From an optimization exercise on the open Yosys and OpenROAD flow, aimed at small area, a short achievable clock period and few clock cycles; shortcuts taken in it are not production practice. RTL that was checked went through simulation tests only; none was proved equivalent to the original. Power and IR drop assume default switching activity.

==> try-onyx <==
==> flow/design.v (excerpt) <==
module hsid_main #(
    parameter WORD_WIDTH = 32,
    parameter DATA_WIDTH = 16,
    parameter DATA_WIDTH_MUL = 32,
    parameter DATA_WIDTH_ACC = 40,
    parameter BUFFER_WIDTH = 2,
    parameter HSP_BANDS_WIDTH = 7,
    parameter HSP_LIBRARY_WIDTH = 6
  ) (
    input logic clk,
    input logic rst_n,
    input logic clear,
    input logic band_data_in_valid,
    input logic [WORD_WIDTH-1:0] band_data_in,
    input logic [HSP_LIBRARY_WIDTH-1:0] hsp_library_size_in,
    input logic [HSP_BANDS_WIDTH-1:0] hsp_bands_in,
    output logic [HSP_LIBRARY_WIDTH-1:0] mse_min_ref,
    output logic [HSP_LIBRARY_WIDTH-1:0] mse_max_ref,
    output logic [WORD_WIDTH-1:0] mse_min_value,
    output logic [WORD_WIDTH-1:0] mse_max_value,
    input logic start,
    output logic done,
    output logic idle,
    output logic ready,
    output logic error,
    output logic cancelled
  );
  localparam logic [1:0] F_IDLE = 2'd0, F_DATA = 2'd1, F_ERRW = 2'd2;
  logic [1:0] fr, fr_n;
  logic [6:0] cfg_b;         
  logic [5:0] cfg_l;         
  logic [5:0] pm1;           
  logic [5:0] idx, idx_n;    
  logic [5:0] pix, pix_n;    
  logic [5:0] phn, phn_n;    
  logic [4:0] bcnt, bcnt_n;  
  logic back_busy, back_busy_n;
  logic pc, pc_n;            
  logic ready_n, idle_n, done_n, err_n, canc_n;
  logic busy_q;              
  assign idle = !busy_q;
  logic start_take, bad_cfg, taken;
  logic bad_q;               
  logic fst;                 
  logic idx_last, pix_last, pix_ref;
  logic [5:0] idx_inc, phn_inc;
  logic [1:0] tot;
  assign start_take = start && idle && !clear;
  assign bad_cfg = (hsp_bands_in < 7) || (hsp_library_size_in == 0);
  assign taken = band_data_in_valid && ready;
  assign idx_last = (idx == pm1);
  assign pix_last = (pix == cfg_l);
  assign pix_ref = (pix != 0);
  assign idx_inc = idx_last ? 6'd0 : idx + 6'd1;
  assign phn_inc = (phn == pm1) ? 6'd0 : phn + 6'd1;
  logic cv;                  
  logic d_jl;                
  always_comb begin
    fr_n = fr;
    idx_n = idx;
    pix_n = pix;
    phn_n = phn_inc;
    err_n = 1'b0;
    done_n = cv && d_jl && !clear;
    back_busy_n = back_busy && !done_n;
    bcnt_n = (bcnt != 0) ? bcnt - 5'd1 : 5'd0;
    if (taken) begin
  ...
clock: 10.0 ns
lec_check: 0
abc_clock_period_in_ps: 2500
cap_margin: 20
core_margin: 2
core_utilization: 60
cts_cluster_diameter: 100
cts_cluster_size: 30
slew_margin: 20
standard.sh (not shown) runs the stock make flow with config.mk's settings and CLKGATE_MAP_FILE= SYNTH_SCRIPT=/design/flow/synth_recipe.tcl, a recipe that flattens the netlist after the stock synthesis.
==> flow/flow/run.sh <==
#!/bin/bash
# The standard layout, with timing repair aimed at a shorter period than the
# 10 ns constraint (setup margin), faster port buffers, and free gate sizing.
set -o pipefail
bash standard.sh SETUP_SLACK_MARGIN=6.8 MATCH_CELL_FOOTPRINT=0 \
  "BUFFER_PORTS_ARGS=-buffer_cell sky130_fd_sc_hd__buf_2" finish > flow.log 2>&1
==> inputs of try-yarrow, as changes to try-onyx <==
--- a/flow/design.v
+++ b/flow/design.v
@@ -1315,61 +1315,52 @@
       bcnt <= '0;
       back_busy <= 1'b0;
       pc <= 1'b0;
       ready <= 1'b0;
       busy_q <= 1'b0;
       done <= 1'b0;
       error <= 1'b0;
       cancelled <= 1'b0;
+      cfg_b <= 7'd127;
+      cfg_l <= 6'd63;
+      pm1 <= 6'd63;
+      bad_q <= 1'b0;
       fst <= 1'b0;
     end else begin
       fr <= fr_n;
       idx <= idx_n;
       pix <= pix_n;
       phn <= phn_n;
       bcnt <= bcnt_n;
       back_busy <= back_busy_n;
       pc <= pc_n;
       ready <= ready_n;
       busy_q <= !idle_n;
       done <= done_n;
       error <= err_n;
       cancelled <= canc_n;
+      if (fr == F_IDLE) begin
+        cfg_b <= hsp_bands_in;
+        cfg_l <= hsp_library_size_in;
+        bad_q <= bad_cfg;
+      end
       fst <= start_take;
+      pm1 <= {1'b1, 5'(cfg_b[6:1] - {5'd0, !cfg_b[0]})};
     end
   end
-  always_ff @(posedge clk) begin
-    if (fr == F_IDLE) begin
-      cfg_b <= hsp_bands_in;
-      cfg_l <= hsp_library_size_in;
-      bad_q <= bad_cfg;
-    end
-    pm1 <= {1'b1, 5'(cfg_b[6:1] - {5'd0, !cfg_b[0]})};
-  end
   logic [31:0] in_d;
   logic in_capv, in_refv, in_f, in_l, in_jf, in_jl;
-  always_ff @(posedge clk) in_d <= band_data_in;
-  always_ff @(posedge clk or negedge rst_n) begin
-    if (!rst_n) begin
-      in_capv <= 1'b0;
-      in_refv <= 1'b0;
-      in_f <= 1'b0;
-      in_l <= 1'b0;
-      in_jf <= 1'b0;
-      in_jl <= 1'b0;
-    end else begin
-      in_capv <= taken && !clear && !pix_ref;
-      in_refv <= taken && !clear && pix_ref;
-      in_f <= (idx == 0);
-      in_l <= idx_last;
-      in_jf <= (pix == 6'd1);
-      in_jl <= pix_last;
-    end
-  end
+  assign in_d = band_data_in;
+  assign in_capv = taken && !clear && !pix_ref;
+  assign in_refv = taken && !clear && pix_ref;
+  assign in_f = (idx == 0);
+  assign in_l = idx_last;
+  assign in_jf = (pix == 6'd1);
+  assign in_jl = pix_last;
   logic [31:0] ring_out, feed;
   logic [31:0][31:0] seg5;
   logic [15:0][31:0] seg4;
   logic [7:0][31:0] seg3;
   logic [3:0][31:0] seg2;
   logic [1:0][31:0] seg1;
   logic [31:0] seg0;
   logic [31:0] rm4, rm3, rm2, rm1, rm0;
@@ -1433,17 +1424,17 @@
     s3_jl <= s2_jl;
   end
   always_ff @(posedge clk or negedge rst_n) begin
     if (!rst_n) begin
       s1_v <= 1'b0;
       s2_v <= 1'b0;
       s3_v <= 1'b0;
     end else begin
-      s1_v <= in_refv && !clear;
+      s1_v <= in_refv;
       s2_v <= s1_v && !clear;
       s3_v <= s2_v && s2_l && !clear;
     end
   end
   logic [6:0] bk_b;           
   logic [39:0] ssum;
   logic [31:0] dq;
   logic [6:0] drem;
==> flow/flow/run.sh (replaced) <==
#!/bin/bash
# The standard layout, with timing repair aimed at a shorter period than the
# 10 ns constraint (setup margin), faster port buffers, and free gate sizing.
set -o pipefail
bash standard.sh SETUP_SLACK_MARGIN=6.8 MATCH_CELL_FOOTPRINT=0 \
  "BUFFER_PORTS_ARGS=-buffer_cell sky130_fd_sc_hd__buf_4" finish > flow.log 2>&1
==> inputs of try-fjord, as changes to try-onyx <==
--- a/flow/design.v
+++ b/flow/design.v
@@ -1236,18 +1236,16 @@
   logic [5:0] pm1;           
   logic [5:0] idx, idx_n;    
   logic [5:0] pix, pix_n;    
   logic [5:0] phn, phn_n;    
   logic [4:0] bcnt, bcnt_n;  
   logic back_busy, back_busy_n;
   logic pc, pc_n;            
   logic ready_n, idle_n, done_n, err_n, canc_n;
-  logic busy_q;              
-  assign idle = !busy_q;
   logic start_take, bad_cfg, taken;
   logic bad_q;               
   logic fst;                 
   logic idx_last, pix_last, pix_ref;
   logic [5:0] idx_inc, phn_inc;
   logic [1:0] tot;
   assign start_take = start && idle && !clear;
   assign bad_cfg = (hsp_bands_in < 7) || (hsp_library_size_in == 0);
@@ -1311,45 +1309,47 @@
       fr <= F_IDLE;
       idx <= '0;
       pix <= '0;
       phn <= '0;
       bcnt <= '0;
       back_busy <= 1'b0;
       pc <= 1'b0;
       ready <= 1'b0;
-      busy_q <= 1'b0;
+      idle <= 1'b1;
       done <= 1'b0;
       error <= 1'b0;
       cancelled <= 1'b0;
+      cfg_b <= 7'd127;
+      cfg_l <= 6'd63;
+      pm1 <= 6'd63;
+      bad_q <= 1'b0;
       fst <= 1'b0;
     end else begin
       fr <= fr_n;
       idx <= idx_n;
       pix <= pix_n;
       phn <= phn_n;
       bcnt <= bcnt_n;
       back_busy <= back_busy_n;
       pc <= pc_n;
       ready <= ready_n;
-      busy_q <= !idle_n;
+      idle <= idle_n;
       done <= done_n;
       error <= err_n;
       cancelled <= canc_n;
+      if (fr == F_IDLE) begin
+        cfg_b <= hsp_bands_in;
+        cfg_l <= hsp_library_size_in;
+        bad_q <= bad_cfg;
+      end
       fst <= start_take;
+      pm1 <= {1'b1, 5'(cfg_b[6:1] - {5'd0, !cfg_b[0]})};
     end
   end
-  always_ff @(posedge clk) begin
-    if (fr == F_IDLE) begin
-      cfg_b <= hsp_bands_in;
-      cfg_l <= hsp_library_size_in;
-      bad_q <= bad_cfg;
-    end
-    pm1 <= {1'b1, 5'(cfg_b[6:1] - {5'd0, !cfg_b[0]})};
-  end
   logic [31:0] in_d;
   logic in_capv, in_refv, in_f, in_l, in_jf, in_jl;
   always_ff @(posedge clk) in_d <= band_data_in;
   always_ff @(posedge clk or negedge rst_n) begin
     if (!rst_n) begin
       in_capv <= 1'b0;
       in_refv <= 1'b0;
       in_f <= 1'b0;
==> flow/flow/run.sh (replaced) <==
#!/bin/bash
# The standard layout, with timing repair aimed at a shorter period than the
# 10 ns constraint (setup margin), faster port buffers, and free gate sizing.
set -o pipefail
bash standard.sh SETUP_SLACK_MARGIN=6.6 MATCH_CELL_FOOTPRINT=0 \
  "BUFFER_PORTS_ARGS=-buffer_cell sky130_fd_sc_hd__buf_4" finish > flow.log 2>&1
==> summary.txt <==
metric	try-yarrow	try-fjord	try-onyx
Outcome	timing/DRC/antenna clean	timing/DRC/antenna clean	timing/DRC/antenna clean
CLK BUF	105	104	109
Placed wire-length estimate after detailed placement	80.4 mm	79.7 mm	82.6 mm
Switching power of the nets	0.00340 W	0.00352 W	0.00403 W
Met1 Usage GRT	29.3%	28.6%	29.6%
Vert. Die Dim	355 µm	356 µm	356 µm
Buffers plus inverters on the worst setup path	4	1	2
Detailed-route vias per instance	4.85	4.81	4.84
Combined area of all synthesized cells	73700 µm²	74500 µm²	74500 µm²
Total combinational power	0.000659 W	0.000839 W	0.00157 W
Reg power frac	66.7%	66.9%	64.1%
Final Power	0.0159 W	0.0165 W	0.0175 W
Worst reg2reg path depth	13	7	7
Non-filler instance count after layout	7079	7085	7180
Tapcell Cnt	1625	1637	1637
Testbench counts of try-onyx, summed over its fixed seeds: cycles 85,157.
Testbench counts of try-fjord, summed over its fixed seeds: cycles 85,157.
Only the layout flow was run in try-yarrow; the RTL was not checked for function there.

afterwards: timing with drivers on the ports:
No port has a modelled driver above. Below, the same layouts with a new extraction and two added sets of constraints. Step 1: set_driving_cell puts a clkbuf_16 on clk and a buf_2 on each other input, an assumption about the parent block. Step 2, shift: input delay + t, output delay - t, t = (earliest + latest rising clock arrival at the registers) / 2. This alone moves slack from input paths to output paths. Three values: ideal, step 1, step 2; two values: the first two.
run | shift t [ns] | setup slack, ns | worst hold slack (ns)
try-onyx | 0.793 | 6.617 / 6.544 / 6.167 | 0.306 / 0.306 / 0.306
try-yarrow | 0.802 | 6.140 / 6.171 / 5.368 | 0.319 / 0.319 / 0.319
try-fjord | 0.798 | 6.556 / 6.482 / 6.354 | 0.319 / 0.319 / 0.319
After both steps setup and hold are still met in every run listed. The setup slack of try-yarrow, which loses most, moves by +0.031 ns with the drivers and by -0.772 ns with both steps.
